What follows belongs to an exercise in optimizing a design on an open flow for small area, a short achievable clock period and few clock cycles; a production flow would make more cautious choices.
Where RTL was checked, it was by simulation tests only, not by an equivalence proof against the original.
No functional check of the RTL was part of run 1.

==> flow/standard.sh <==
#!/bin/bash
# synth_recipe.tcl (not shown) runs the flow's synth.tcl, then flattens the netlist and writes it again
# the make line also repeats each setting of config.mk as NAME=value (left out here)
make -C /OpenROAD-flow-scripts/flow DESIGN_CONFIG=/design/flow/config.mk WORK_HOME=/design/flow/orfs CLKGATE_MAP_FILE= SYNTH_SCRIPT=/design/flow/synth_recipe.tcl "${@:-finish}"
==> flow/constraint.sdc <==
create_clock -name core_clock -period 35.0 [get_ports {clk}]
set_input_delay 7.0000 -clock core_clock [delete_from_list [all_inputs] [get_ports {clk}]]
set_output_delay 7.0000 -clock core_clock [all_outputs]
set_load 0.01 [all_outputs]
==> flow/config.mk <==
export PLATFORM = sky130hd
export DESIGN_NAME = PSE
export DESIGN_NICKNAME = PSE
export VERILOG_FILES = /design/flow/design.v
export SDC_FILE = /design/flow/constraint.sdc
export NUM_CORES = 4
export LEC_CHECK = 0
export ABC_AREA = 1
export CAP_MARGIN = 20
export CORE_MARGIN = 2
export CORE_UTILIZATION = 70
export PLACE_DENSITY = 0.75
export SLEW_MARGIN = 60
export SYNTH_HIERARCHICAL = 1
export SYNTH_MINIMUM_KEEP_SIZE = 0
==> flow/flow/run.sh <==
#!/bin/bash
# Layout flow: the standard flow (standard.sh), with two changes in how
# the layout is made:
#  * the port buffers are sky130_fd_sc_hd__buf_2 cells (buffer_ports picks a
#    slow delay cell by default);
#  * after global placement and repair_design, size.tcl upsizes gates on the
#    worst paths (drive strengths only; the netlist's function, the registers
#    and the constraints stay the same), before detailed placement.
# Each step's full output goes to a log file of its own in this folder.
set -euo pipefail
export BUFFER_PORTS_ARGS="-buffer_cell sky130_fd_sc_hd__buf_2"
RES=$PWD/orfs/results/$FLOW_PLATFORM/PSE/base
bash standard.sh $RES/3_4_place_resized.odb > flow_1_to_resize.log 2>&1
cp $RES/3_4_place_resized.odb $RES/3_4_place_resized_unsized.odb
SIZE_IN=$RES/3_4_place_resized_unsized.odb SIZE_OUT=$RES/3_4_place_resized.odb \
  LIB=$FLOW_HOME/platforms/$FLOW_PLATFORM/lib/sky130_fd_sc_hd__tt_025C_1v80.lib \
  SDC=$FLOW_SDC SIZE_ITERS=400 SIZE_WINDOW=0.3 \
  openroad -exit -no_init flow/size.tcl > flow_2_size.log 2>&1
bash standard.sh > flow_3_to_finish.log 2>&1
==> flow/design.v <==
module PSE (clk, reset, Xin, Yin, point_num, valid, Xout, Yout);
input clk;
input reset;
input [9:0] Xin;
input [9:0] Yin;
input [2:0] point_num;
output reg valid;
output reg [9:0] Xout;
output reg [9:0] Yout;
localparam ST_IN = 2'd0, ST_PAIR = 2'd1, ST_OUT = 2'd2, ST_GAP = 2'd3;
reg [1:0] st;
reg [2:0] nreg;      
reg [2:0] cnt;       
reg [1:0] len;       
reg [1:0] pos;       
reg [1:0] pc;        
reg [2:0] L0, L1, L2;
reg [5:1] asel;      
reg [4:1] bsel;      
reg [19:0] S0, S1, S2, S3, S4, S5;
wire [19:0] A = ({20{asel[1]}} & S1) | ({20{asel[2]}} & S2) | ({20{asel[3]}} & S3) |
                ({20{asel[4]}} & S4) | ({20{asel[5]}} & S5);
wire [19:0] B = ({20{bsel[1]}} & S1) | ({20{bsel[2]}} & S2) | ({20{bsel[3]}} & S3) |
                ({20{bsel[4]}} & S4);
wire [10:0] ax = {1'b0, A[19:10]} - {1'b0, S0[19:10]};
wire [10:0] ay = {1'b0, A[9:0]} - {1'b0, S0[9:0]};
wire [10:0] bx = {1'b0, B[19:10]} - {1'b0, S0[19:10]};
wire [10:0] by = {1'b0, B[9:0]} - {1'b0, S0[9:0]};
wire bef;    
pse_cmp cmp (.ax(ax), .ay(ay), .bx(bx), .by(by), .bef(bef));
wire [5:1] hi_oh = {nreg == 3'd6, nreg == 3'd5, nreg == 3'd4, nreg == 3'd3, 1'b0};
wire [5:1] lo_oh = {1'b0, nreg == 3'd6, nreg == 3'd5, nreg == 3'd4, nreg == 3'd3};
wire [2:0] ins = {1'b0, len} + 3'd1;
wire ins_act = (st == ST_IN) && (ins + 3'd3 <= nreg) && (ins < cnt);
wire at_end = (pos == len - 2'd1);
wire take_last = (st == ST_IN) && (cnt != 3'd0) && (cnt == nreg - 3'd1);
wire lrem = (pos != len);
wire prem = (pc != 2'd2);
wire last_out = ({1'b0, pos} + {1'b0, pc} == {1'b0, len} + 3'd1);   
wire [2:0] lp = (pos == 2'd0) ? L1 : L2;
wire [4:1] lp_oh = {1'b0, lp == 3'd3, lp == 3'd2, lp == 3'd1};
wire [4:1] l0_oh = {1'b0, L0 == 3'd3, L0 == 3'd2, L0 == 3'd1};
localparam NW = 9 + 2 + 2 + 2 + 5 + 4 + 2 + 1 + 1;
function [NW-1:0] nxt;
	input b;
	reg [2:0] n0, n1, n2;
	reg [1:0] nlen, npos, npc, nst;
	reg [5:1] nasel;
	reg [4:1] nbsel;
	reg nvalid, sela;
	reg [1:0] q;
	begin
		n0 = L0; n1 = L1; n2 = L2;
		nlen = len; npos = pos; npc = pc; nst = st;
		nasel = asel; nbsel = bsel; nvalid = 1'b0; sela = 1'b0;
		case (st)
			ST_IN: begin
				if (ins_act) begin
					if (b || at_end) begin
						q = b ? pos : pos + 2'd1;    
						if (q == 2'd0) n0 = ins;
						if (q == 2'd1) n1 = ins; else if (q < 2'd1) n1 = L0;
						if (q == 2'd2) n2 = ins; else if (q < 2'd2) n2 = L1;
						nlen = len + 2'd1;
						npos = 2'd0;
						nasel = {asel[4:1], 1'b0};
						nbsel = (q == 2'd0) ? asel[4:1] : l0_oh;
					end else begin
						npos = pos + 2'd1;
						nbsel = lp_oh;
					end
				end
				if (take_last) begin
					nst = ST_PAIR;
					nasel = hi_oh;
					nbsel = lo_oh[4:1];
				end
			end
			ST_PAIR: begin
				nvalid = 1'b1;
				nst = ST_OUT;
				npos = 2'd0;
				nasel = b ? hi_oh : lo_oh;
				nbsel = l0_oh;
			end
			ST_OUT: begin
				nvalid = 1'b1;
				sela = prem && (!lrem || b);
				if (sela) begin
					npc = pc + 2'd1;
					nasel = (hi_oh | lo_oh) & ~asel;
				end else begin
					npos = pos + 2'd1;
					nbsel = lp_oh;
				end
				if (last_out) nst = ST_GAP;
			end
			default: begin
				nst = ST_IN;
			end
		endcase
		nxt = {n0, n1, n2, nlen, npos, npc, nasel, nbsel, nst, nvalid, sela};
	end
endfunction
wire [NW-1:0] nx0 = nxt(1'b0);
wire [NW-1:0] nx1 = nxt(1'b1);
wire [NW-1:0] nx = bef ? nx1 : nx0;
wire sel_a = nx[0];
always @(posedge clk) begin
	if (st == ST_IN) begin
		case (cnt)
			3'd0: S0 <= {Xin, Yin};
			3'd1: S1 <= {Xin, Yin};
			3'd2: S2 <= {Xin, Yin};
			3'd3: S3 <= {Xin, Yin};
			3'd4: S4 <= {Xin, Yin};
			default: S5 <= {Xin, Yin};
		endcase
	end
	if (st == ST_PAIR)
		{Xout, Yout} <= S0;
	else
		{Xout, Yout} <= ({20{sel_a}} & A) | ({20{!sel_a}} & B);
	if (st == ST_IN && cnt == 3'd0) begin
		nreg <= point_num;
		len <= (point_num == 3'd3) ? 2'd0 : 2'd1;
		pos <= 2'd0;
		pc <= 2'd0;
		L0 <= 3'd1;
		asel <= 5'b00010;
		bsel <= 4'b0001;
	end else begin
		{L0, L1, L2, len, pos, pc, asel, bsel} <= nx[NW-1:4];
	end
end
always @(posedge clk) begin
	if (reset) begin
		st <= ST_IN;
		cnt <= 3'd0;
		valid <= 1'b0;
	end else begin
		st <= nx[3:2];
		valid <= nx[1];
		if (st == ST_IN) cnt <= cnt + 3'd1;
		else if (st == ST_GAP) cnt <= 3'd0;
	end
end
endmodule
module pse_cmp (ax, ay, bx, by, bef);
input [10:0] ax, ay, bx, by;
output bef;
wire ao1;
wire at2;
wire an3;
wire ap4;
wire ap5;
wire ap6;
wire ap7;
wire ap8;
wire ap9;
wire ap10;
wire ap11;
wire ap12;
wire ap13;
wire ap14;
wire ap15;
wire ao16;
wire at17;
wire an18;
wire ap19;
wire ap20;
wire ap21;
wire ap22;
wire ap23;
wire ap24;
wire ap25;
wire ap26;
wire ap27;
wire ap28;
wire ap29;
wire ap30;
wire ao31;
wire at32;
wire an33;
wire ap34;
wire ap35;
wire ap36;
wire ap37;
wire ap38;
wire ap39;
wire ap40;
wire ap41;
wire ap42;
wire ap43;
wire ap44;
wire ap45;
wire ao46;
wire at47;
wire an48;
wire ap49;
wire ap50;
wire ap51;
wire ap52;
wire ap53;
wire ap54;
wire ap55;
wire ap56;
wire ap57;
wire ap58;
wire ap59;
wire ap60;
wire ao61;
wire at62;
wire an63;
wire ap64;
wire ap65;
wire ap66;
wire ap67;
wire ap68;
wire ap69;
wire ap70;
wire ap71;
wire ap72;
wire ap73;
wire ap74;
wire ap75;
wire ao76;
wire at77;
wire an78;
wire ap79;
wire ap80;
wire ap81;
wire ap82;
wire ap83;
wire ap84;
wire ap85;
wire ap86;
wire ap87;
wire ap88;
wire ap89;
wire ap90;
wire bo91;
wire bt92;
wire bn93;
wire bp94;
wire bp95;
wire bp96;
wire bp97;
wire bp98;
wire bp99;
wire bp100;
wire bp101;
wire bp102;
wire bp103;
wire bp104;
wire bp105;
wire bo106;
wire bt107;
wire bn108;
wire bp109;
wire bp110;
wire bp111;
wire bp112;
wire bp113;
wire bp114;
wire bp115;
wire bp116;
wire bp117;
wire bp118;
wire bp119;
wire bp120;
wire bo121;
wire bt122;
wire bn123;
wire bp124;
wire bp125;
wire bp126;
wire bp127;
wire bp128;
wire bp129;
wire bp130;
wire bp131;
wire bp132;
wire bp133;
wire bp134;
wire bp135;
wire bo136;
wire bt137;
wire bn138;
wire bp139;
wire bp140;
wire bp141;
wire bp142;
wire bp143;
wire bp144;
wire bp145;
wire bp146;
wire bp147;
wire bp148;
wire bp149;
wire bp150;
wire bo151;
wire bt152;
wire bn153;
wire bp154;
wire bp155;
wire bp156;
wire bp157;
wire bp158;
wire bp159;
wire bp160;
wire bp161;
wire bp162;
wire bp163;
wire bp164;
wire bp165;
wire bo166;
wire bt167;
wire bn168;
wire bp169;
wire bp170;
wire bp171;
wire bp172;
wire bp173;
wire bp174;
wire bp175;
wire bp176;
wire bp177;
wire bp178;
wire bp179;
wire bp180;
wire s181;
wire c182;
wire k183;
wire k184;
wire k185;
wire k186;
wire k187;
wire k188;
wire s189;
wire c190;
wire s191;
wire c192;
wire s193;
wire c194;
wire s195;
wire c196;
wire s197;
wire c198;
wire s199;
wire c200;
wire s201;
wire c202;
wire s203;
wire c204;
wire s205;
wire c206;
wire s207;
wire c208;
wire s209;
wire c210;
wire s211;
wire c212;
wire s213;
wire c214;
wire s215;
wire c216;
wire s217;
wire c218;
wire s219;
wire c220;
wire s221;
wire c222;
wire s223;
wire c224;
wire s225;
wire c226;
wire s227;
wire c228;
wire s229;
wire c230;
wire s231;
wire c232;
wire s233;
wire c234;
wire s235;
wire c236;
wire s237;
wire c238;
wire s239;
wire c240;
wire s241;
wire c242;
wire s243;
wire c244;
wire s245;
wire c246;
wire s247;
wire c248;
wire s249;
wire c250;
wire s251;
wire c252;
wire s253;
wire c254;
wire s255;
wire c256;
wire s257;
wire c258;
wire s259;
wire c260;
wire s261;
wire c262;
wire s263;
wire c264;
wire s265;
wire c266;
wire s267;
wire c268;
wire s269;
wire c270;
wire s271;
wire c272;
wire s273;
wire c274;
wire s275;
wire c276;
wire s277;
wire c278;
wire s279;
wire c280;
wire s281;
wire c282;
wire s283;
wire c284;
wire s285;
wire c286;
wire s287;
wire c288;
wire s289;
wire c290;
wire s291;
wire c292;
wire s293;
wire c294;
wire s295;
wire c296;
wire s297;
wire c298;
wire s299;
wire c300;
wire s301;
wire c302;
wire s303;
wire c304;
wire s305;
wire c306;
wire s307;
wire c308;
wire s309;
wire c310;
wire s311;
wire c312;
wire s313;
wire c314;
wire s315;
wire c316;
wire s317;
wire c318;
wire s319;
wire c320;
wire s321;
wire c322;
wire s323;
wire c324;
wire s325;
wire c326;
wire s327;
wire c328;
wire s329;
wire c330;
wire s331;
wire c332;
wire s333;
wire c334;
wire s335;
wire c336;
wire s337;
wire c338;
wire s339;
wire c340;
wire s341;
wire c342;
wire s343;
wire c344;
wire s345;
wire c346;
wire s347;
wire c348;
wire s349;
wire c350;
wire s351;
wire c352;
wire s353;
wire c354;
wire s355;
wire c356;
wire s357;
wire c358;
wire s359;
wire c360;
wire s361;
wire c362;
wire s363;
wire c364;
wire s365;
wire c366;
wire s367;
wire c368;
wire s369;
wire c370;
wire s371;
wire c372;
wire s373;
wire c374;
wire s375;
wire c376;
wire s377;
wire c378;
wire s379;
wire c380;
wire s381;
wire c382;
wire s383;
wire c384;
wire s385;
wire c386;
wire s387;
wire c388;
wire s389;
wire c390;
wire s391;
wire c392;
wire s393;
wire c394;
wire s395;
wire c396;
wire s397;
wire c398;
wire s399;
wire c400;
wire s401;
wire c402;
wire s403;
wire c404;
wire s405;
wire c406;
wire s407;
wire c408;
wire s409;
wire c410;
wire s411;
wire c412;
wire s413;
wire c414;
wire s415;
wire c416;
wire s417;
wire c418;
wire s419;
wire c420;
wire s421;
wire c422;
wire s423;
wire c424;
wire s425;
wire c426;
wire s427;
wire c428;
wire s429;
wire c430;
wire s431;
wire c432;
wire s433;
wire c434;
wire s435;
wire c436;
wire s437;
wire c438;
wire s439;
wire c440;
wire s441;
wire c442;
wire s443;
wire c444;
wire s445;
wire c446;
wire s447;
wire c448;
wire s449;
wire c450;
wire s451;
wire c452;
wire s453;
wire c454;
wire s455;
wire c456;
wire s457;
wire c458;
wire s459;
wire c460;
assign ao1 = ax[0] ^ 1'b0;
assign at2 = (ax[1] & ~ax[0] & ~1'b0) | (~ax[1] & ax[0] & 1'b0);
assign an3 = ax[1];
assign ap4 = ((ao1 & by[0]) | (at2 & 1'b0)) ^ an3;
assign ap5 = ((ao1 & by[1]) | (at2 & by[0])) ^ an3;
assign ap6 = ((ao1 & by[2]) | (at2 & by[1])) ^ an3;
assign ap7 = ((ao1 & by[3]) | (at2 & by[2])) ^ an3;
assign ap8 = ((ao1 & by[4]) | (at2 & by[3])) ^ an3;
assign ap9 = ((ao1 & by[5]) | (at2 & by[4])) ^ an3;
assign ap10 = ((ao1 & by[6]) | (at2 & by[5])) ^ an3;
assign ap11 = ((ao1 & by[7]) | (at2 & by[6])) ^ an3;
assign ap12 = ((ao1 & by[8]) | (at2 & by[7])) ^ an3;
assign ap13 = ((ao1 & by[9]) | (at2 & by[8])) ^ an3;
assign ap14 = ((ao1 & by[10]) | (at2 & by[9])) ^ an3;
assign ap15 = ~(((ao1 & by[10]) | (at2 & by[10])) ^ an3);
assign ao16 = ax[2] ^ ax[1];
assign at17 = (ax[3] & ~ax[2] & ~ax[1]) | (~ax[3] & ax[2] & ax[1]);
assign an18 = ax[3];
assign ap19 = ((ao16 & by[0]) | (at17 & 1'b0)) ^ an18;
assign ap20 = ((ao16 & by[1]) | (at17 & by[0])) ^ an18;
assign ap21 = ((ao16 & by[2]) | (at17 & by[1])) ^ an18;
assign ap22 = ((ao16 & by[3]) | (at17 & by[2])) ^ an18;
assign ap23 = ((ao16 & by[4]) | (at17 & by[3])) ^ an18;
assign ap24 = ((ao16 & by[5]) | (at17 & by[4])) ^ an18;
assign ap25 = ((ao16 & by[6]) | (at17 & by[5])) ^ an18;
assign ap26 = ((ao16 & by[7]) | (at17 & by[6])) ^ an18;
assign ap27 = ((ao16 & by[8]) | (at17 & by[7])) ^ an18;
assign ap28 = ((ao16 & by[9]) | (at17 & by[8])) ^ an18;
assign ap29 = ((ao16 & by[10]) | (at17 & by[9])) ^ an18;
assign ap30 = ~(((ao16 & by[10]) | (at17 & by[10])) ^ an18);
assign ao31 = ax[4] ^ ax[3];
assign at32 = (ax[5] & ~ax[4] & ~ax[3]) | (~ax[5] & ax[4] & ax[3]);
assign an33 = ax[5];
assign ap34 = ((ao31 & by[0]) | (at32 & 1'b0)) ^ an33;
assign ap35 = ((ao31 & by[1]) | (at32 & by[0])) ^ an33;
assign ap36 = ((ao31 & by[2]) | (at32 & by[1])) ^ an33;
assign ap37 = ((ao31 & by[3]) | (at32 & by[2])) ^ an33;
assign ap38 = ((ao31 & by[4]) | (at32 & by[3])) ^ an33;
assign ap39 = ((ao31 & by[5]) | (at32 & by[4])) ^ an33;
assign ap40 = ((ao31 & by[6]) | (at32 & by[5])) ^ an33;
assign ap41 = ((ao31 & by[7]) | (at32 & by[6])) ^ an33;
assign ap42 = ((ao31 & by[8]) | (at32 & by[7])) ^ an33;
assign ap43 = ((ao31 & by[9]) | (at32 & by[8])) ^ an33;
assign ap44 = ((ao31 & by[10]) | (at32 & by[9])) ^ an33;
assign ap45 = ~(((ao31 & by[10]) | (at32 & by[10])) ^ an33);
assign ao46 = ax[6] ^ ax[5];
assign at47 = (ax[7] & ~ax[6] & ~ax[5]) | (~ax[7] & ax[6] & ax[5]);
assign an48 = ax[7];
assign ap49 = ((ao46 & by[0]) | (at47 & 1'b0)) ^ an48;
assign ap50 = ((ao46 & by[1]) | (at47 & by[0])) ^ an48;
assign ap51 = ((ao46 & by[2]) | (at47 & by[1])) ^ an48;
assign ap52 = ((ao46 & by[3]) | (at47 & by[2])) ^ an48;
assign ap53 = ((ao46 & by[4]) | (at47 & by[3])) ^ an48;
assign ap54 = ((ao46 & by[5]) | (at47 & by[4])) ^ an48;
assign ap55 = ((ao46 & by[6]) | (at47 & by[5])) ^ an48;
assign ap56 = ((ao46 & by[7]) | (at47 & by[6])) ^ an48;
assign ap57 = ((ao46 & by[8]) | (at47 & by[7])) ^ an48;
assign ap58 = ((ao46 & by[9]) | (at47 & by[8])) ^ an48;
assign ap59 = ((ao46 & by[10]) | (at47 & by[9])) ^ an48;
assign ap60 = ~(((ao46 & by[10]) | (at47 & by[10])) ^ an48);
assign ao61 = ax[8] ^ ax[7];
assign at62 = (ax[9] & ~ax[8] & ~ax[7]) | (~ax[9] & ax[8] & ax[7]);
assign an63 = ax[9];
assign ap64 = ((ao61 & by[0]) | (at62 & 1'b0)) ^ an63;
assign ap65 = ((ao61 & by[1]) | (at62 & by[0])) ^ an63;
assign ap66 = ((ao61 & by[2]) | (at62 & by[1])) ^ an63;
assign ap67 = ((ao61 & by[3]) | (at62 & by[2])) ^ an63;
assign ap68 = ((ao61 & by[4]) | (at62 & by[3])) ^ an63;
assign ap69 = ((ao61 & by[5]) | (at62 & by[4])) ^ an63;
assign ap70 = ((ao61 & by[6]) | (at62 & by[5])) ^ an63;
assign ap71 = ((ao61 & by[7]) | (at62 & by[6])) ^ an63;
assign ap72 = ((ao61 & by[8]) | (at62 & by[7])) ^ an63;
assign ap73 = ((ao61 & by[9]) | (at62 & by[8])) ^ an63;
assign ap74 = ((ao61 & by[10]) | (at62 & by[9])) ^ an63;
assign ap75 = ~(((ao61 & by[10]) | (at62 & by[10])) ^ an63);
assign ao76 = ax[10] ^ ax[9];
assign at77 = (ax[10] & ~ax[10] & ~ax[9]) | (~ax[10] & ax[10] & ax[9]);
assign an78 = ax[10];
assign ap79 = ((ao76 & by[0]) | (at77 & 1'b0)) ^ an78;
assign ap80 = ((ao76 & by[1]) | (at77 & by[0])) ^ an78;
assign ap81 = ((ao76 & by[2]) | (at77 & by[1])) ^ an78;
assign ap82 = ((ao76 & by[3]) | (at77 & by[2])) ^ an78;
assign ap83 = ((ao76 & by[4]) | (at77 & by[3])) ^ an78;
assign ap84 = ((ao76 & by[5]) | (at77 & by[4])) ^ an78;
assign ap85 = ((ao76 & by[6]) | (at77 & by[5])) ^ an78;
assign ap86 = ((ao76 & by[7]) | (at77 & by[6])) ^ an78;
assign ap87 = ((ao76 & by[8]) | (at77 & by[7])) ^ an78;
assign ap88 = ((ao76 & by[9]) | (at77 & by[8])) ^ an78;
assign ap89 = ((ao76 & by[10]) | (at77 & by[9])) ^ an78;
assign ap90 = ~(((ao76 & by[10]) | (at77 & by[10])) ^ an78);
assign bo91 = ay[0] ^ 1'b0;
assign bt92 = (ay[1] & ~ay[0] & ~1'b0) | (~ay[1] & ay[0] & 1'b0);
assign bn93 = ~ay[1];
assign bp94 = ((bo91 & bx[0]) | (bt92 & 1'b0)) ^ bn93;
assign bp95 = ((bo91 & bx[1]) | (bt92 & bx[0])) ^ bn93;
assign bp96 = ((bo91 & bx[2]) | (bt92 & bx[1])) ^ bn93;
assign bp97 = ((bo91 & bx[3]) | (bt92 & bx[2])) ^ bn93;
assign bp98 = ((bo91 & bx[4]) | (bt92 & bx[3])) ^ bn93;
assign bp99 = ((bo91 & bx[5]) | (bt92 & bx[4])) ^ bn93;
assign bp100 = ((bo91 & bx[6]) | (bt92 & bx[5])) ^ bn93;
assign bp101 = ((bo91 & bx[7]) | (bt92 & bx[6])) ^ bn93;
assign bp102 = ((bo91 & bx[8]) | (bt92 & bx[7])) ^ bn93;
assign bp103 = ((bo91 & bx[9]) | (bt92 & bx[8])) ^ bn93;
assign bp104 = ((bo91 & bx[10]) | (bt92 & bx[9])) ^ bn93;
assign bp105 = ~(((bo91 & bx[10]) | (bt92 & bx[10])) ^ bn93);
assign bo106 = ay[2] ^ ay[1];
assign bt107 = (ay[3] & ~ay[2] & ~ay[1]) | (~ay[3] & ay[2] & ay[1]);
assign bn108 = ~ay[3];
assign bp109 = ((bo106 & bx[0]) | (bt107 & 1'b0)) ^ bn108;
assign bp110 = ((bo106 & bx[1]) | (bt107 & bx[0])) ^ bn108;
assign bp111 = ((bo106 & bx[2]) | (bt107 & bx[1])) ^ bn108;
assign bp112 = ((bo106 & bx[3]) | (bt107 & bx[2])) ^ bn108;
assign bp113 = ((bo106 & bx[4]) | (bt107 & bx[3])) ^ bn108;
assign bp114 = ((bo106 & bx[5]) | (bt107 & bx[4])) ^ bn108;
assign bp115 = ((bo106 & bx[6]) | (bt107 & bx[5])) ^ bn108;
assign bp116 = ((bo106 & bx[7]) | (bt107 & bx[6])) ^ bn108;
assign bp117 = ((bo106 & bx[8]) | (bt107 & bx[7])) ^ bn108;
assign bp118 = ((bo106 & bx[9]) | (bt107 & bx[8])) ^ bn108;
assign bp119 = ((bo106 & bx[10]) | (bt107 & bx[9])) ^ bn108;
assign bp120 = ~(((bo106 & bx[10]) | (bt107 & bx[10])) ^ bn108);
assign bo121 = ay[4] ^ ay[3];
assign bt122 = (ay[5] & ~ay[4] & ~ay[3]) | (~ay[5] & ay[4] & ay[3]);
assign bn123 = ~ay[5];
assign bp124 = ((bo121 & bx[0]) | (bt122 & 1'b0)) ^ bn123;
assign bp125 = ((bo121 & bx[1]) | (bt122 & bx[0])) ^ bn123;
assign bp126 = ((bo121 & bx[2]) | (bt122 & bx[1])) ^ bn123;
assign bp127 = ((bo121 & bx[3]) | (bt122 & bx[2])) ^ bn123;
assign bp128 = ((bo121 & bx[4]) | (bt122 & bx[3])) ^ bn123;
assign bp129 = ((bo121 & bx[5]) | (bt122 & bx[4])) ^ bn123;
assign bp130 = ((bo121 & bx[6]) | (bt122 & bx[5])) ^ bn123;
assign bp131 = ((bo121 & bx[7]) | (bt122 & bx[6])) ^ bn123;
assign bp132 = ((bo121 & bx[8]) | (bt122 & bx[7])) ^ bn123;
assign bp133 = ((bo121 & bx[9]) | (bt122 & bx[8])) ^ bn123;
assign bp134 = ((bo121 & bx[10]) | (bt122 & bx[9])) ^ bn123;
assign bp135 = ~(((bo121 & bx[10]) | (bt122 & bx[10])) ^ bn123);
assign bo136 = ay[6] ^ ay[5];
assign bt137 = (ay[7] & ~ay[6] & ~ay[5]) | (~ay[7] & ay[6] & ay[5]);
assign bn138 = ~ay[7];
assign bp139 = ((bo136 & bx[0]) | (bt137 & 1'b0)) ^ bn138;
assign bp140 = ((bo136 & bx[1]) | (bt137 & bx[0])) ^ bn138;
assign bp141 = ((bo136 & bx[2]) | (bt137 & bx[1])) ^ bn138;
assign bp142 = ((bo136 & bx[3]) | (bt137 & bx[2])) ^ bn138;
assign bp143 = ((bo136 & bx[4]) | (bt137 & bx[3])) ^ bn138;
assign bp144 = ((bo136 & bx[5]) | (bt137 & bx[4])) ^ bn138;
assign bp145 = ((bo136 & bx[6]) | (bt137 & bx[5])) ^ bn138;
assign bp146 = ((bo136 & bx[7]) | (bt137 & bx[6])) ^ bn138;
assign bp147 = ((bo136 & bx[8]) | (bt137 & bx[7])) ^ bn138;
assign bp148 = ((bo136 & bx[9]) | (bt137 & bx[8])) ^ bn138;
assign bp149 = ((bo136 & bx[10]) | (bt137 & bx[9])) ^ bn138;
assign bp150 = ~(((bo136 & bx[10]) | (bt137 & bx[10])) ^ bn138);
assign bo151 = ay[8] ^ ay[7];
assign bt152 = (ay[9] & ~ay[8] & ~ay[7]) | (~ay[9] & ay[8] & ay[7]);
assign bn153 = ~ay[9];
assign bp154 = ((bo151 & bx[0]) | (bt152 & 1'b0)) ^ bn153;
assign bp155 = ((bo151 & bx[1]) | (bt152 & bx[0])) ^ bn153;
assign bp156 = ((bo151 & bx[2]) | (bt152 & bx[1])) ^ bn153;
assign bp157 = ((bo151 & bx[3]) | (bt152 & bx[2])) ^ bn153;
assign bp158 = ((bo151 & bx[4]) | (bt152 & bx[3])) ^ bn153;
assign bp159 = ((bo151 & bx[5]) | (bt152 & bx[4])) ^ bn153;
assign bp160 = ((bo151 & bx[6]) | (bt152 & bx[5])) ^ bn153;
assign bp161 = ((bo151 & bx[7]) | (bt152 & bx[6])) ^ bn153;
assign bp162 = ((bo151 & bx[8]) | (bt152 & bx[7])) ^ bn153;
assign bp163 = ((bo151 & bx[9]) | (bt152 & bx[8])) ^ bn153;
assign bp164 = ((bo151 & bx[10]) | (bt152 & bx[9])) ^ bn153;
assign bp165 = ~(((bo151 & bx[10]) | (bt152 & bx[10])) ^ bn153);
assign bo166 = ay[10] ^ ay[9];
assign bt167 = (ay[10] & ~ay[10] & ~ay[9]) | (~ay[10] & ay[10] & ay[9]);
assign bn168 = ~ay[10];
assign bp169 = ((bo166 & bx[0]) | (bt167 & 1'b0)) ^ bn168;
assign bp170 = ((bo166 & bx[1]) | (bt167 & bx[0])) ^ bn168;
assign bp171 = ((bo166 & bx[2]) | (bt167 & bx[1])) ^ bn168;
assign bp172 = ((bo166 & bx[3]) | (bt167 & bx[2])) ^ bn168;
assign bp173 = ((bo166 & bx[4]) | (bt167 & bx[3])) ^ bn168;
assign bp174 = ((bo166 & bx[5]) | (bt167 & bx[4])) ^ bn168;
assign bp175 = ((bo166 & bx[6]) | (bt167 & bx[5])) ^ bn168;
assign bp176 = ((bo166 & bx[7]) | (bt167 & bx[6])) ^ bn168;
assign bp177 = ((bo166 & bx[8]) | (bt167 & bx[7])) ^ bn168;
assign bp178 = ((bo166 & bx[9]) | (bt167 & bx[8])) ^ bn168;
assign bp179 = ((bo166 & bx[10]) | (bt167 & bx[9])) ^ bn168;
assign bp180 = ~(((bo166 & bx[10]) | (bt167 & bx[10])) ^ bn168);
assign s181 = an78 ^ bn168;
assign c182 = an78 & bn168;
assign k183 = ~bp171;
assign k184 = ~bp171;
assign k185 = ~bp174;
assign k186 = ~bp176;
assign k187 = ~bp178;
assign k188 = ~bp180;
pse_ha us189 (.a(ap10), .b(ap23), .s(s189), .co(c190));
pse_fa us191 (.a(ap12), .b(ap25), .c(ap38), .s(s191), .co(c192));
pse_ha us193 (.a(ap51), .b(ap64), .s(s193), .co(c194));
pse_fa us195 (.a(ap13), .b(ap26), .c(ap39), .s(s195), .co(c196));
pse_ha us197 (.a(ap52), .b(ap65), .s(s197), .co(c198));
pse_fa us199 (.a(ap14), .b(ap27), .c(ap40), .s(s199), .co(c200));
pse_fa us201 (.a(ap53), .b(ap66), .c(ap79), .s(s201), .co(c202));
pse_fa us203 (.a(bp104), .b(bp117), .c(bp130), .s(s203), .co(c204));
pse_fa us205 (.a(ap15), .b(ap28), .c(ap41), .s(s205), .co(c206));
pse_fa us207 (.a(ap54), .b(ap67), .c(ap80), .s(s207), .co(c208));
pse_fa us209 (.a(bp105), .b(bp118), .c(bp131), .s(s209), .co(c210));
pse_ha us211 (.a(bp144), .b(bp157), .s(s211), .co(c212));
pse_fa us213 (.a(ap29), .b(ap42), .c(ap55), .s(s213), .co(c214));
pse_fa us215 (.a(ap68), .b(ap81), .c(bp119), .s(s215), .co(c216));
pse_ha us217 (.a(bp132), .b(bp145), .s(s217), .co(c218));
pse_fa us219 (.a(ap30), .b(ap43), .c(ap56), .s(s219), .co(c220));
pse_fa us221 (.a(ap69), .b(ap82), .c(bp120), .s(s221), .co(c222));
pse_ha us223 (.a(bp133), .b(bp146), .s(s223), .co(c224));
pse_fa us225 (.a(ap44), .b(ap57), .c(ap70), .s(s225), .co(c226));
pse_ha us227 (.a(ap83), .b(bp134), .s(s227), .co(c228));
pse_ha us229 (.a(ap45), .b(ap58), .s(s229), .co(c230));
pse_fa us231 (.a(ap8), .b(ap21), .c(ap34), .s(s231), .co(c232));
pse_ha us233 (.a(ap9), .b(ap22), .s(s233), .co(c234));
pse_fa us235 (.a(s189), .b(ap36), .c(ap49), .s(s235), .co(c236));
pse_fa us237 (.a(an48), .b(bp100), .c(bp113), .s(s237), .co(c238));
pse_fa us239 (.a(c190), .b(ap11), .c(ap24), .s(s239), .co(c240));
pse_fa us241 (.a(ap37), .b(ap50), .c(bp101), .s(s241), .co(c242));
pse_ha us243 (.a(bp114), .b(bp127), .s(s243), .co(c244));
pse_fa us245 (.a(s191), .b(s193), .c(an63), .s(s245), .co(c246));
pse_fa us247 (.a(bp102), .b(bp115), .c(bp128), .s(s247), .co(c248));
pse_fa us249 (.a(bp141), .b(bp154), .c(bn153), .s(s249), .co(c250));
pse_fa us251 (.a(c192), .b(c194), .c(s195), .s(s251), .co(c252));
pse_fa us253 (.a(s197), .b(bp103), .c(bp116), .s(s253), .co(c254));
pse_fa us255 (.a(bp129), .b(bp142), .c(bp155), .s(s255), .co(c256));
pse_fa us257 (.a(c196), .b(c198), .c(s199), .s(s257), .co(c258));
pse_fa us259 (.a(s201), .b(s203), .c(bp143), .s(s259), .co(c260));
pse_fa us261 (.a(bp156), .b(bp169), .c(s181), .s(s261), .co(c262));
pse_fa us263 (.a(c200), .b(c202), .c(c204), .s(s263), .co(c264));
pse_fa us265 (.a(s205), .b(s207), .c(s209), .s(s265), .co(c266));
pse_fa us267 (.a(s211), .b(bp170), .c(c182), .s(s267), .co(c268));
pse_fa us269 (.a(c206), .b(c208), .c(c210), .s(s269), .co(c270));
pse_fa us271 (.a(c212), .b(s213), .c(s215), .s(s271), .co(c272));
pse_fa us273 (.a(s217), .b(bp158), .c(k183), .s(s273), .co(c274));
pse_fa us275 (.a(c214), .b(c216), .c(c218), .s(s275), .co(c276));
pse_fa us277 (.a(s219), .b(s221), .c(s223), .s(s277), .co(c278));
pse_fa us279 (.a(bp159), .b(bp172), .c(k184), .s(s279), .co(c280));
pse_fa us281 (.a(c220), .b(c222), .c(c224), .s(s281), .co(c282));
pse_fa us283 (.a(s225), .b(s227), .c(bp147), .s(s283), .co(c284));
pse_fa us285 (.a(bp160), .b(bp173), .c(bp171), .s(s285), .co(c286));
pse_fa us287 (.a(c226), .b(c228), .c(s229), .s(s287), .co(c288));
pse_fa us289 (.a(ap71), .b(ap84), .c(bp135), .s(s289), .co(c290));
pse_fa us291 (.a(bp148), .b(bp161), .c(k185), .s(s291), .co(c292));
pse_fa us293 (.a(c230), .b(ap59), .c(ap72), .s(s293), .co(c294));
pse_fa us295 (.a(ap85), .b(bp149), .c(bp162), .s(s295), .co(c296));
pse_ha us297 (.a(bp175), .b(bp174), .s(s297), .co(c298));
pse_fa us299 (.a(ap60), .b(ap73), .c(ap86), .s(s299), .co(c300));
pse_ha us301 (.a(bp150), .b(bp163), .s(s301), .co(c302));
pse_ha us303 (.a(ap74), .b(ap87), .s(s303), .co(c304));
pse_fa us305 (.a(ap6), .b(ap19), .c(an18), .s(s305), .co(c306));
pse_ha us307 (.a(ap7), .b(ap20), .s(s307), .co(c308));
pse_fa us309 (.a(s231), .b(an33), .c(bp98), .s(s309), .co(c310));
pse_ha us311 (.a(bp111), .b(bp124), .s(s311), .co(c312));
pse_fa us313 (.a(c232), .b(s233), .c(ap35), .s(s313), .co(c314));
pse_fa us315 (.a(bp99), .b(bp112), .c(bp125), .s(s315), .co(c316));
pse_fa us317 (.a(c234), .b(s235), .c(s237), .s(s317), .co(c318));
pse_fa us319 (.a(bp126), .b(bp139), .c(bn138), .s(s319), .co(c320));
pse_fa us321 (.a(c236), .b(c238), .c(s239), .s(s321), .co(c322));
pse_fa us323 (.a(s241), .b(s243), .c(bp140), .s(s323), .co(c324));
pse_fa us325 (.a(c240), .b(c242), .c(c244), .s(s325), .co(c326));
pse_fa us327 (.a(s245), .b(s247), .c(s249), .s(s327), .co(c328));
pse_fa us329 (.a(c246), .b(c248), .c(c250), .s(s329), .co(c330));
pse_fa us331 (.a(s251), .b(s253), .c(s255), .s(s331), .co(c332));
pse_fa us333 (.a(c252), .b(c254), .c(c256), .s(s333), .co(c334));
pse_fa us335 (.a(s257), .b(s259), .c(s261), .s(s335), .co(c336));
pse_fa us337 (.a(c258), .b(c260), .c(c262), .s(s337), .co(c338));
pse_fa us339 (.a(s263), .b(s265), .c(s267), .s(s339), .co(c340));
pse_fa us341 (.a(c264), .b(c266), .c(c268), .s(s341), .co(c342));
pse_fa us343 (.a(s269), .b(s271), .c(s273), .s(s343), .co(c344));
pse_fa us345 (.a(c270), .b(c272), .c(c274), .s(s345), .co(c346));
pse_fa us347 (.a(s275), .b(s277), .c(s279), .s(s347), .co(c348));
pse_fa us349 (.a(c276), .b(c278), .c(c280), .s(s349), .co(c350));
pse_fa us351 (.a(s281), .b(s283), .c(s285), .s(s351), .co(c352));
pse_fa us353 (.a(c282), .b(c284), .c(c286), .s(s353), .co(c354));
pse_fa us355 (.a(s287), .b(s289), .c(s291), .s(s355), .co(c356));
pse_fa us357 (.a(c288), .b(c290), .c(c292), .s(s357), .co(c358));
pse_fa us359 (.a(s293), .b(s295), .c(s297), .s(s359), .co(c360));
pse_fa us361 (.a(c294), .b(c296), .c(c298), .s(s361), .co(c362));
pse_fa us363 (.a(s299), .b(s301), .c(k186), .s(s363), .co(c364));
pse_fa us365 (.a(c300), .b(c302), .c(s303), .s(s365), .co(c366));
pse_fa us367 (.a(bp164), .b(bp177), .c(bp176), .s(s367), .co(c368));
pse_fa us369 (.a(c304), .b(ap75), .c(ap88), .s(s369), .co(c370));
pse_ha us371 (.a(bp165), .b(k187), .s(s371), .co(c372));
pse_ha us373 (.a(ap89), .b(bp179), .s(s373), .co(c374));
pse_ha us375 (.a(ap4), .b(an3), .s(s375), .co(c376));
pse_ha us377 (.a(s305), .b(bp96), .s(s377), .co(c378));
pse_fa us379 (.a(c306), .b(s307), .c(bp97), .s(s379), .co(c380));
pse_fa us381 (.a(c308), .b(s309), .c(s311), .s(s381), .co(c382));
pse_fa us383 (.a(c310), .b(c312), .c(s313), .s(s383), .co(c384));
pse_fa us385 (.a(c314), .b(c316), .c(s317), .s(s385), .co(c386));
pse_fa us387 (.a(c318), .b(c320), .c(s321), .s(s387), .co(c388));
pse_fa us389 (.a(c322), .b(c324), .c(s325), .s(s389), .co(c390));
pse_fa us391 (.a(c326), .b(c328), .c(s329), .s(s391), .co(c392));
pse_fa us393 (.a(c330), .b(c332), .c(s333), .s(s393), .co(c394));
pse_fa us395 (.a(c334), .b(c336), .c(s337), .s(s395), .co(c396));
pse_fa us397 (.a(c338), .b(c340), .c(s341), .s(s397), .co(c398));
pse_fa us399 (.a(c342), .b(c344), .c(s345), .s(s399), .co(c400));
pse_fa us401 (.a(c346), .b(c348), .c(s349), .s(s401), .co(c402));
pse_fa us403 (.a(c350), .b(c352), .c(s353), .s(s403), .co(c404));
pse_fa us405 (.a(c354), .b(c356), .c(s357), .s(s405), .co(c406));
pse_fa us407 (.a(c358), .b(c360), .c(s361), .s(s407), .co(c408));
pse_fa us409 (.a(c362), .b(c364), .c(s365), .s(s409), .co(c410));
pse_fa us411 (.a(c366), .b(c368), .c(s369), .s(s411), .co(c412));
pse_fa us413 (.a(c370), .b(c372), .c(s373), .s(s413), .co(c414));
pse_ha us415 (.a(c374), .b(ap90), .s(s415), .co(c416));
pse_ha us417 (.a(s375), .b(bp94), .s(s417), .co(c418));
pse_fa us419 (.a(c376), .b(ap5), .c(bp95), .s(s419), .co(c420));
pse_fa us421 (.a(s377), .b(bp109), .c(bn108), .s(s421), .co(c422));
pse_fa us423 (.a(c378), .b(s379), .c(bp110), .s(s423), .co(c424));
pse_fa us425 (.a(c380), .b(s381), .c(bn123), .s(s425), .co(c426));
pse_fa us427 (.a(c382), .b(s383), .c(s315), .s(s427), .co(c428));
pse_fa us429 (.a(c384), .b(s385), .c(s319), .s(s429), .co(c430));
pse_fa us431 (.a(c386), .b(s387), .c(s323), .s(s431), .co(c432));
pse_fa us433 (.a(c388), .b(s389), .c(s327), .s(s433), .co(c434));
pse_fa us435 (.a(c390), .b(s391), .c(s331), .s(s435), .co(c436));
pse_fa us437 (.a(c392), .b(s393), .c(s335), .s(s437), .co(c438));
pse_fa us439 (.a(c394), .b(s395), .c(s339), .s(s439), .co(c440));
pse_fa us441 (.a(c396), .b(s397), .c(s343), .s(s441), .co(c442));
pse_fa us443 (.a(c398), .b(s399), .c(s347), .s(s443), .co(c444));
pse_fa us445 (.a(c400), .b(s401), .c(s351), .s(s445), .co(c446));
pse_fa us447 (.a(c402), .b(s403), .c(s355), .s(s447), .co(c448));
pse_fa us449 (.a(c404), .b(s405), .c(s359), .s(s449), .co(c450));
pse_fa us451 (.a(c406), .b(s407), .c(s363), .s(s451), .co(c452));
pse_fa us453 (.a(c408), .b(s409), .c(s367), .s(s453), .co(c454));
pse_fa us455 (.a(c410), .b(s411), .c(s371), .s(s455), .co(c456));
pse_fa us457 (.a(c412), .b(s413), .c(bp178), .s(s457), .co(c458));
pse_fa us459 (.a(c414), .b(s415), .c(k188), .s(s459), .co(c460));
wire [21:0] r1 = {c458, c456, c454, c452, c450, c448, c446, c444, c442, c440, c438, c436, c434, c432, c430, c428, c426, c424, c422, c420, c418, s417};
wire [21:0] r2 = {s459, s457, s455, s453, s451, s449, s447, s445, s443, s441, s439, s437, s435, s433, s431, s429, s427, s425, s423, s421, s419, bn93};
wire [21:0] sum = r1 + r2;
assign bef = sum[21];
endmodule
module pse_fa (a, b, c, s, co);
input a, b, c;
output s, co;
assign s = a ^ b ^ c;
assign co = (a & b) | (a & c) | (b & c);
endmodule
module pse_ha (a, b, s, co);
input a, b;
output s, co;
assign s = a ^ b;
assign co = a & b;
endmodule
==> flow/flow/size.tcl <==
# Gate sizing on the worst paths.  For the worst endpoint, try a one-step
# upsize of each cell that drives a stage of its worst path and keep the one
# that helps that endpoint most without hurting the design's worst slack;
# repeat.  Constraints are not changed: this only picks drive strengths.
read_db $::env(SIZE_IN)
read_liberty $::env(LIB)
read_sdc $::env(SDC)
source $::env(FLOW_HOME)/platforms/sky130hd/setRC.tcl
estimate_parasitics -placement

proc wns {} { return [expr {[sta::worst_slack_cmd max] * 1e9}] }
proc ep_slack {pin} {
  set pe [lindex [find_timing_paths -path_delay max -to $pin -group_path_count 1] 0]
  return [expr {[$pe slack] * 1e9}]
}
proc bigger {master} {
  if {![regexp {^(.*)_([0-9]+)$} $master -> base sz]} { return "" }
  foreach s {1 2 4 6 8 12 16} {
    if {$s <= $sz} continue
    if {[llength [get_lib_cells -quiet */${base}_$s]] > 0} { return "${base}_$s" }
  }
  return ""
}
set dont {__fa_ __ha_ __clkbuf_ __clkinv dlygate clkdlybuf __tap __fill __decap __conb}

set start [wns]
puts "start wns [format %.3f $start]"
set stuck [dict create]
set n 0
for {set it 0} {$it < $::env(SIZE_ITERS)} {incr it} {
  set ws [wns]
  # worst endpoint that is not stuck
  set pe ""
  # the worst endpoint sets the period: stop once it cannot be helped
  set p [lindex [find_timing_paths -path_delay max -group_path_count 1 -sort_by_slack] 0]
  if {[dict exists $stuck [get_full_name [$p pin]]]} break
  set pe $p
  set endpin [$pe pin]
  set epname [get_full_name $endpin]
  if {[expr {[$pe slack] * 1e9}] > $ws + $::env(SIZE_WINDOW)} break
  set es [expr {[$pe slack] * 1e9}]
  set cands {}
  foreach pin [[$pe path] pins] {
    if {![$pin is_driver]} continue
    set inst [$pin instance]
    if {$inst eq "NULL" || $inst eq ""} continue
    set iname [get_full_name $inst]
    set m [get_property $inst ref_name]
    set skip 0
    foreach d $dont { if {[string first $d $m] >= 0} { set skip 1 } }
    if {$skip} continue
    set b [bigger $m]
    if {$b ne ""} { lappend cands [list $iname $m $b] }
  }
  set best ""; set bestes [expr {$es + 0.002}]
  foreach c $cands {
    lassign $c iname m b
    replace_cell $iname [get_lib_cells */$b]
    estimate_parasitics -placement
    set e [ep_slack $endpin]
    set w [wns]
    replace_cell $iname [get_lib_cells */$m]
    estimate_parasitics -placement
    if {$e > $bestes && $w >= $ws - 0.0005} { set bestes $e; set best $c }
  }
  if {$best eq ""} { dict set stuck $epname 1; continue }
  lassign $best iname m b
  replace_cell $iname [get_lib_cells */$b]
  estimate_parasitics -placement
  incr n
  puts "it $it $epname: $iname $m -> $b endpoint [format %.3f $es] -> [format %.3f $bestes] wns [format %.3f [wns]]"
}
puts "end wns [format %.3f [wns]] (start [format %.3f $start]), $n cells upsized"
write_db $::env(SIZE_OUT)
==> impl_metrics.json, run 1 <==
{
  "crit_type": "flop to flop",
  "vias": 13200,
  "syn2layout_area_growth_pct": 7.79,
  "htreeDepth": 4,
  "core_um2": 22400,
  "ys_seq_area_share_pct": 30.1,
  "drc": 0,
  "dpl.hpwl_mm": 32.9,
  "port_buffers": 45,
  "drtPass1Iterations": 6,
  "post-cts-setup-buffer-count": 0,
  "synth_fp_nets": 2071,
  "cts_sinks": 173,
  "cp.arrival_ns": 8.94,
  "cts_root_buf": "clkbuf_16",
  "fin_crit_sh_pct": 24.7,
  "maxSlewViolCount": 0,
  "cpMaxStageDelayCell": "fa_1",
  "drv_cap": 0,
  "finalWeightedCongestion": 0.965,
  "reg2reg_slack_ns": 26.36,
  "post-route-min-period_ns": 8.64,
  "layout-drive-gt1-share_pct": 9.63,
  "crit_top_cell": "nand2_1",
  "grt_setup_unrepaired": "false",
  "grt_usage_pct": 36.9,
  "cts_buffers": 17,
  "status": "complete, no violations",
  "fmax_ghz": 0.116,
  "dp_cells": 2102,
  "path_clk_slew_ns": 0.08,
  "path_buf_inv": 5,
  "initial_core_util_pct": 70.7,
  "wirelength_mm": 42.9,
  "slowest_delay_ns": 0.58,
  "path_max_fanout": 29,
  "cts_tree": "built",
  "syn_area_um2": 15900,
  "endpoint_kind": "flop",
  "synthCells": 1818,
  "hold_buffers": 0,
  "first_iter_violations": 1402,
  "grt_pass1_vias": 13300,
  "dp_slack_ns": 26.56,
  "finalSetupViolations": 0,
  "rows": 55,
  "ys_warn_count": 7,
  "finClkSkew_ns": 0.0158,
  "ant_nets": 0,
  "crit_required_ns": 35.31,
  "clk-insertion-delay-late_ns": 0.44,
  "grt_pass1_wl_mm": 69.1,
  "cts_buffer_depth": 2,
  "diodes": 0,
  "worst_slack_ns": 26.36,
  "grt_overflow": 0,
  "slew_headroom_pct": 63.0,
  "routed_via_density": 6.19,
  "dieArea_um2": 23900,
  "final_nets": 2089,
  "io_pins": 46,
  "ys_seq_elements": 173,
  "fin_tns_setup_ns": 0,
  "cp-start-kind": "flop",
  "chipWidth_um": 155,
  "final-hold-violation-count": 0,
  "antenna_found_initial": 0,
  "avgSynthCellArea_um2": 8.73,
  "grt_max_degree": 32,
  "holdCritPathClass": "flop to flop",
  "avgRoutedWirePerCell_um": 20.1,
  "die_h_um": 155,
  "synth_cell_types": 49,
  "critPathTopFamily": "adder cells",
  "tightest_slew_ns": 0.553,
  "cts_resized": 0,
  "stdcell_count": 2134
}
-- cell usage after synthesis (all sizes together) --
| library cell | instances | area, µm² |
|---|---|---|
| a221oi | 4 | 35.0 |
| a32oi | 3 | 26.3 |
| o21ai | 99 | 526 |
| edfxtp | 131 | 3930 |
| a22o | 22 | 193 |
| a31oi | 9 | 56.3 |
| a211oi | 2 | 15.0 |
| or2 | 9 | 56.3 |
| xnor2 | 13 | 114 |
| ha | 108 | 1350 |
| clkinv | 28 | 105 |
| o21bai | 5 | 37.5 |
| buf | 42 | 278 |
| o32ai | 1 | 8.76 |
| o211ai | 24 | 180 |
| clkbuf | 23 | 86.3 |
| o22a | 2 | 17.5 |
| dfxtp | 42 | 841 |
| o22ai | 111 | 694 |
| a22oi | 3 | 22.5 |
| nand4 | 9 | 56.3 |
| nor3 | 11 | 55.1 |
| a21o | 5 | 37.5 |
| a311oi | 1 | 8.76 |
| xor2 | 134 | 1170 |
| o31ai | 4 | 30.0 |
| nand3 | 57 | 318 |
| nor4 | 1 | 6.26 |
| a21boi | 1 | 7.51 |
| a21oi | 99 | 514 |
| nand2 | 372 | 1430 |
| nor2 | 100 | 393 |
| inv | 219 | 827 |
| fa | 120 | 2400 |
| o221ai | 4 | 35.0 |
-- tightest hold or removal path, cell delays in order (launching register included) --
cell and delay [ns]:
edfxtp_1 0.32, inv_1 0.07, a21oi_2 0.11
-- per-module statistics from Yosys (local to each module, per instance) --
module,area (µm²),cells
pse_fa,20.0,1
pse_cmp,3050,509
PSE,10300,1173
pse_ha,12.5,1
-- through the flow --
step / hold slack [ns] / instance area [µm²] / utilization [%]
6_report: 0.527 / 17100 / 76.3
5_1_grt: 0.558 / 17100 / 76.3
4_1_cts: 0.526 / 17100 / 76.2
3_5_place_dp: 0.506 / 16500 / 73.4
3_3_place_gp: 0.508 / 16300 / 72.5
2_1_floorplan: 0.469 / 15900 / -
-- registers in the layout, indices dropped and copies added (netlist names), 4 cells and up --
signal and cells:
S0 20, S1 20, S2 20, S3 20, S4 20, S5 20, Xout 10, Yout 10
asel 5, bsel 4
-- cells in the final DEF (no fill, tap or decap), drive strengths merged, types with 4 or more instances in the layout --
master / count
a21o: 5
a21oi: 99
a221oi: 4
a22o: 22
a31oi: 9
buf: 64
clkbuf: 17
clkinv: 34
dfxtp: 42
edfxtp: 131
fa: 120
ha: 108
inv: 227
nand2: 372
nand3: 57
nand4: 9
nor2: 100
nor3: 11
o211ai: 24
o21ai: 99
o21bai: 5
o221ai: 4
o22ai: 111
o31ai: 4
or2: 9
xnor2: 13
xor2: 134
-- kinds of logic after synthesis --
| group | share of synthesized area [%] |
|---|---|
| and+or+nand+nor | 14.6 |
| adders and majority gates | 23.7 |
| AOI/OAI and AO/OA | 15.4 |
| DFF | 30.1 |
| xor gates and xnor gates | 8.11 |
| buffers and inverters | 8.17 |
-- metal layers --
layer | vias up | routed length, µm | global-route usage [%]
li1 | 6140 | - | -
met1 | 6257 | 17100 | 48.7
met2 | 663 | 20800 | 62.6
met3 | 139 | 3280 | 4.34
met4 | 0 | 1700 | 15.2
met5 | - | 0 | 0
-- layout make-up --
class / count / area, µm²
Multi-Input combinational cell: 1333 / 10000
Fill cell: 1658 / 5330
Sequential cell: 173 / 4780
Inverter: 247 / 967
Clock buffer: 17 / 425
Timing Repair Buffer: 64 / 372
Tap cell: 285 / 357
Clock inverter: 15 / 208
-- worst paths after layout --
kind / start / to / depth (start not counted)
setup / recovery: bsel[2] / Xout[3] / 36
hold / removal: S0[16] / Xout[6] / 2
setup reg to reg: bsel[2] / Xout[3] / 36
hold reg to reg: S0[16] / Xout[6] / 2
==> run 2: changes to the inputs <==
--- a/flow/design.v
+++ b/flow/design.v
@@ -107,3 +107,9 @@
 wire [NW-1:0] nx = bef ? nx1 : nx0;
-wire sel_a = nx[0];
+wire pair = (st == ST_PAIR);
+wire sa1 = !pair && prem;
+wire sa0 = !pair && prem && !lrem;
+wire sb1 = !pair && !prem;
+wire sb0 = !pair && !(prem && !lrem);
+wire [19:0] xo1 = ({20{pair}} & S0) | ({20{sa1}} & A) | ({20{sb1}} & B);
+wire [19:0] xo0 = ({20{pair}} & S0) | ({20{sa0}} & A) | ({20{sb0}} & B);
 always @(posedge clk) begin
@@ -119,6 +125,3 @@
 	end
-	if (st == ST_PAIR)
-		{Xout, Yout} <= S0;
-	else
-		{Xout, Yout} <= ({20{sel_a}} & A) | ({20{!sel_a}} & B);
+	{Xout, Yout} <= ({20{bef}} & xo1) | ({20{!bef}} & xo0);
 	if (st == ST_IN && cnt == 3'd0) begin
--- a/flow/config.mk
+++ b/flow/config.mk
@@ -10,4 +10,3 @@
 export CORE_MARGIN = 2
-export CORE_UTILIZATION = 70
-export PLACE_DENSITY = 0.75
+export CORE_UTILIZATION = 60
 export SLEW_MARGIN = 60
==> run 2 against run 1 <==
Still clean. Flip-flop and latch count unchanged. Non-clock buffer count down 3. Routed wire length up 11%. Sequential share of layout area down 0.68 points. Critical path type unchanged. Critical endpoint is now bsel[2]. Largest cell class unchanged.
==> impl_metrics.json, run 2 <==
{
  "status": "complete, no violations",
  "chipWidth_um": 168,
  "first_iter_violations": 1597,
  "endpoint_kind": "flop",
  "cts_buffers": 17,
  "drc": 0,
  "synthCells": 1912,
  "slew_headroom_pct": 63.6,
  "synth_top_area_share_pct": 24.3,
  "cpMaxStageDelayCell": "dfxtp_2",
  "holdPathStages": 2,
  "clk-insertion-delay-late_ns": 0.45,
  "synth_area_leader_cell": "edfxtp_1",
  "cp-start-kind": "flop",
  "hold_buffers": 0,
  "final_nets": 2173,
  "htreeDepth": 4,
  "dpl.hpwl_mm": 37.5,
  "cts_resized": 0,
  "fmax_ghz": 0.120,
  "finalSetupViolations": 0,
  "fin_tns_setup_ns": 0,
  "ys_top_cells_by_count": "nand2_1 (483), inv_1 (158), a21oi_1 (148)",
  "synth_edf_count": 131,
  "crit_required_ns": 35.37,
  "synth.area.top_cells": "edfxtp_1 (24%), fa_1 (15%), nand2_1 (11%)",
  "critPathTopFamily": "adder cells",
  "r2r-end": "bsel[2]",
  "post-cts-setup-buffer-count": 0,
  "vias": 13600,
  "io_pins": 46,
  "ant_nets": 0,
  "cts_sinks": 173,
  "cts_root_buf": "clkbuf_16",
  "diodes": 0,
  "hold_start": "S0[14]",
  "reg2reg_depth": 36,
  "grt_pass1_vias": 13200,
  "synth_ff_type": "edfxtp_1",
  "cts_tree": "built",
  "ys_warn_count": 7,
  "synth_fp_nets": 2165,
  "grt_overflow": 0,
  "path_clk_slew_ns": 0.08,
  "cp.arrival_ns": 8.67,
  "path_buf_inv": 1,
  "avgRoutedWirePerCell_um": 20.9,
  "holdCritPathClass": "flop to flop",
  "avgSynthCellArea_um2": 8.47,
  "whs_endpoint": "Xout[4]",
  "tightest_slew_ns": 0.543,
  "placed_area_um2": 16900,
  "initial_core_util_pct": 60.6,
  "finClkSkew_ns": 0.0122,
  "port_buffers": 45,
  "final_common_cell": "nand2_1",
  "slowest_delay_ns": 0.65,
  "post-route-min-period_ns": 8.30,
  "drtPass1Iterations": 6,
  "crit_type": "flop to flop",
  "async_reset_ff_share_pct": 0,
  "grt_pass1_wl_mm": 74.3,
  "syn_area_um2": 16200,
  "synth_cell_types": 52,
  "reg2reg_slack_ns": 26.70,
  "dieArea_um2": 28300,
  "maxSlewViolCount": 0,
  "cts_buffer_depth": 2,
  "antenna_found_initial": 0,
  "final-hold-violation-count": 0,
  "final_cell_mix": "nand2_1 (479), inv_1 (154), a21oi_1 (148), edfxtp_1 (131)",
  "final_area_um2": 17600,
  "synthMostInstantiatedCell": "nand2_1",
  "crit_top_cell": "nand2_1",
  "core_um2": 26700,
  "finalWeightedCongestion": 0.970,
  "ys_seq_elements": 173,
  "die_h_um": 168,
  "path_max_fanout": 23,
  "drv_cap": 0,
  "syn2layout_area_growth_pct": 8.44,
  "grt_setup_unrepaired": "false",
  "grt_max_degree": 56,
  "wirelength_mm": 47.4,
  "grt_usage_pct": 34.1,
  "layout-drive-gt1-share_pct": 9.93,
  "rows": 60,
  "routed_via_density": 5.99,
  "ys_seq_area_share_pct": 29.5,
  "timing.rr.start": "asel[3]",
  "fin_crit_sh_pct": 23.7
}
## run 2: how the worst max path moves through the flow
stage / from / endpoint / slack [ns] / depth (start not counted)
floorplan: point_num[1] / len[0] / 27.52 / 3
global placement: asel[2] / L2[0] / 25.35 / 29
global route: asel[1] / asel[4] / 26.18 / 38
finish: asel[3] / bsel[2] / 26.70 / 36
CTS: asel[3] / L2[0] / 26.82 / 33
detailed placement: asel[3] / L2[1] / 26.82 / 33
## run 2: modules after synthesis, one instance, submodules excluded
module / cells inside / area, µm²
pse_ha: 1 / 12.5
pse_fa: 1 / 20.0
pse_cmp: 509 / 3050
PSE: 1267 / 10600
## run 2: layout make-up
cell class / count / area, µm²
clock buffers: 17 / 425
clock inverters: 15 / 223
fillers: 2260 / 9170
inverters: 197 / 763
multi-input cells: 1470 / 10600
flip-flops and latches: 173 / 4780
well taps: 341 / 427
repair buffers: 61 / 375
## run 2: cells by family (layout without fill, tap and decap cells)
| logic type | after synthesis | after routing | share of synthesized area [%] |
|---|---|---|---|
| DFF | 173 | 173 | 29.5 |
| adders and majority gates | 228 | 228 | 23.2 |
| buffers and inverters | 269 | 290 | 6.97 |
| AOI/OAI and AO/OA | 414 | 414 | 14.8 |
| and+or+nand+nor | 682 | 682 | 17.6 |
| xor gates and xnor gates | 146 | 146 | 7.90 |
## run 2: routing by layer
layer / global-route usage, % / up-vias / part of all wire (%) / wire, µm
met1: 44.3 / 6431 / 40 / 18800
met4: 16.9 / 0 / 5.4 / 2540
met5: 0 / - / 0 / 0
li1: - / 6437 / - / -
met3: 3.90 / 110 / 7.0 / 3300
met2: 57.0 / 643 / 48 / 22800
## run 2: worst register-to-register path: cells and delay by family, from the launching register on
kind	cells	cell delay (ns)
AO/OA/AOI/OAI	8	1.61
adder cells (fa/ha/maj)	7	3.06
AND/OR/NAND/NOR	18	2.31
flip-flops	1	0.65
buffers and inverters	1	0.25
XOR/XNOR	2	0.35
## run 2: metrics by stage
stage               util, %  std cells  setup WS [ns]  hold WS, ns
finish                 65.7       2274          26.70        0.504
global route           65.7       2274          26.18        0.510
CTS                    65.6       2274          26.82        0.499
detailed placement     63.2       2242          26.82        0.482
global placement       62.1       2237          25.35        0.477
floorplan                 -       1912          27.52        0.446
Testbench counts of run 2, summed over its fixed seeds: cycles 31,902.
==> run 3: changes to the inputs <==
--- a/flow/flow/size.tcl
+++ b/flow/flow/size.tcl
@@ -23,3 +23,3 @@
 }
-set dont {__fa_ __ha_ __clkbuf_ __clkinv dlygate clkdlybuf __tap __fill __decap __conb}
+set dont {__clkbuf_ __clkinv dlygate clkdlybuf __tap __fill __decap __conb}
 
--- a/flow/config.mk
+++ b/flow/config.mk
@@ -11,3 +11,3 @@
 export CORE_UTILIZATION = 60
-export SLEW_MARGIN = 60
+export SLEW_MARGIN = 20
 export SYNTH_HIERARCHICAL = 1
==> run 3 against run 2 <==
Non-clock buffer count shrank 4. Final area shrank 0.94%. Die area is the same. Sequential share of layout area grew 0.21 points. Flip-flop and latch count is the same. Final cell count shrank 0.18%. Highest routed layer unchanged.
==> impl_metrics.json, run 3 <==
{
  "status": "complete, no violations",
  "r2r-end": "L1[2]",
  "final_common_cell": "nand2_1",
  "ant_nets": 0,
  "path_buf_inv": 2,
  "antenna_found_initial": 0,
  "crit_type": "flop to flop",
  "synthCells": 1912,
  "reg2reg_depth": 30,
  "cts_buffers": 17,
  "timing.rr.start": "asel[3]",
  "cpMaxStageDelayCell": "dfxtp_1",
  "io_pins": 46,
  "ys_seq_elements": 173,
  "dp_cells": 2238,
  "clk-insertion-delay-late_ns": 0.44,
  "cp-start-kind": "flop",
  "synth_fp_nets": 2165,
  "crit_top_cell": "nand2_1",
  "finalSetupViolations": 0,
  "crit_required_ns": 35.15,
  "finalWeightedCongestion": 0.970,
  "synth_ff_type": "edfxtp_1",
  "slowest_delay_ns": 0.93,
  "avgSynthCellArea_um2": 8.47,
  "cts_buffer_depth": 2,
  "synth_top_area_share_pct": 24.3,
  "dpl.hpwl_mm": 37.1,
  "placed_area_um2": 16700,
  "grt_overflow": 0,
  "n_fill_cell": 2284,
  "rows": 60,
  "reg2reg_slack_ns": 26.37,
  "dp_slack_ns": 26.48,
  "holdPathStages": 2,
  "timing.hold.ws_ns": 0.493,
  "cp.arrival_ns": 8.78,
  "syn2layout_area_growth_pct": 7.42,
  "chipWidth_um": 168,
  "synth_cell_types": 52,
  "endpoint_kind": "flop",
  "grt_pass1_vias": 13200,
  "path_clk_slew_ns": 0.08,
  "routed_via_density": 6.00,
  "diodes": 0,
  "fin_tns_setup_ns": 0,
  "finClkSkew_ns": 0.0134,
  "layout-drive-gt1-share_pct": 8.55,
  "synth_area_leader_cell": "edfxtp_1",
  "final_area_um2": 17400,
  "path_max_fanout": 55,
  "synthMostInstantiatedCell": "nand2_1",
  "post-cts-setup-buffer-count": 0,
  "htreeDepth": 4,
  "final_nets": 2169,
  "slew_headroom_pct": 27.3,
  "whs_endpoint": "Xout[4]",
  "grt_usage_pct": 33.8,
  "hold_buffers": 0,
  "drc": 0,
  "grt_setup_unrepaired": "false",
  "first_iter_violations": 1353,
  "dieArea_um2": 28300,
  "wirelength_mm": 47.3,
  "cts_root_buf": "clkbuf_16",
  "tightest_slew_ns": 1.09,
  "synth.area.top_cells": "edfxtp_1 (24%), fa_1 (15%), nand2_1 (11%)",
  "holdCritPathClass": "flop to flop",
  "ys_seq_area_share_pct": 29.5,
  "synth_edf_count": 131,
  "final-hold-violation-count": 0,
  "syn_area_um2": 16200,
  "fin_crit_sh_pct": 24.7,
  "cts_resized": 0,
  "core_um2": 26700,
  "initial_core_util_pct": 60.6,
  "cts_sinks": 173,
  "vias": 13600,
  "avgRoutedWirePerCell_um": 20.8,
  "async_reset_ff_share_pct": 0,
  "cts_tree": "built",
  "fin_util_pct": 65.1,
  "hold_start": "S0[14]",
  "drv_cap": 0,
  "ys_warn_count": 7,
  "ys_top_cells_by_count": "nand2_1 (483), inv_1 (158), a21oi_1 (148)",
  "final_cell_mix": "nand2_1 (481), inv_1 (156), a21oi_1 (147), edfxtp_1 (131), xor2_1 (126)",
  "grt_pass1_wl_mm": 73.5,
  "port_buffers": 45,
  "worst_slack_ns": 26.37,
  "die_h_um": 168,
  "stdcell_count": 2270,
  "drtPass1Iterations": 5,
  "fmax_ghz": 0.116,
  "post-route-min-period_ns": 8.63,
  "grt_max_degree": 56,
  "maxSlewViolCount": 0,
  "critPathTopFamily": "adder cells"
}
==> run 3: cell type report <==
type	instances	area [µm²]	share of cell area, %
Multi-Input combinational cell	1470	10500	60.1
Sequential cell	173	4780	27.5
Inverter	197	759	4.37
Tap cell	341	427	2.45
Clock buffer	17	425	2.45
Timing Repair Buffer	57	323	1.86
Clock inverter	15	228	1.31
==> run 3: metal layers <==
| metal | wire length (µm) | track usage (%) | vias to the layer above |
|---|---|---|---|
| li1 | - | - | 6428 |
| met1 | 19100 | 43.7 | 6430 |
| met2 | 22600 | 56.7 | 646 |
| met3 | 3160 | 3.97 | 116 |
| met4 | 2510 | 17.0 | 0 |
| met5 | 0 | 0 | - |
==> run 3: worst max path at each step <==
stage                       from  cells past startpoint  slack (ns)      to
global route             asel[3]                     32       25.84   L1[0]
detailed placement       asel[3]                     30       26.48   L2[1]
floorplan           point_num[1]                      3       27.52  len[0]
global placement         asel[2]                     29       25.35   L2[0]
CTS                      asel[3]                     30       26.44   L1[1]
finish                   asel[3]                     30       26.37   L1[2]
==> run 3: kinds of logic after synthesis <==
kind of cell / share of synthesized area, %
xor+xnor: 7.90
fa+ha+maj: 23.2
buf+inv: 6.97
simple gates: 17.6
compound gates: 14.8
flops: 29.5
==> run 3: per-module statistics from Yosys (local to each module, per instance) <==
module   cell area [µm²]  cells  flops+latches
pse_ha              12.5      1              0
pse_cmp             3050    509              0
PSE                10600   1267            173
pse_fa              20.0      1              0
==> run 3: worst min-delay path: stages (launching register included) <==
cell and delay, ns:
edfxtp_1 0.35, a21oi_1 0.07, nand2_1 0.05

separate check: timing with driven ports:
The results above use ideal ports. As a check the final layouts listed here were re-extracted and re-timed, cells and wires unchanged. Step 1 assumes that a clkbuf_16 drives the clock port and a buf_2 every other input. Step 2 also shifts input and output timing later by t, the mid clock arrival at the registers, as if the neighbouring blocks saw the same clock. Three values: ideal ports, drivers, drivers and shift; two values: the first two.
| run | t, ns | setup slack, ns | hold slack, ns | worst slew at a driven data input, ns | pins driven straight from the clock port |
|---|---|---|---|---|---|
| run 1 | 0.476 | 26.362 / 26.362 / 26.362 | 0.527 / 0.527 / 0.527 | 0.03 | 1 |
| run 2 | 0.486 | 26.700 / 26.700 / 26.700 | 0.504 / 0.504 / 0.504 | 0.03 | 1 |
| run 3 | 0.484 | 26.366 / 26.366 / 26.366 | 0.493 / 0.493 / 0.493 | 0.03 | 1 |
After both steps setup and hold are still met in every run listed.
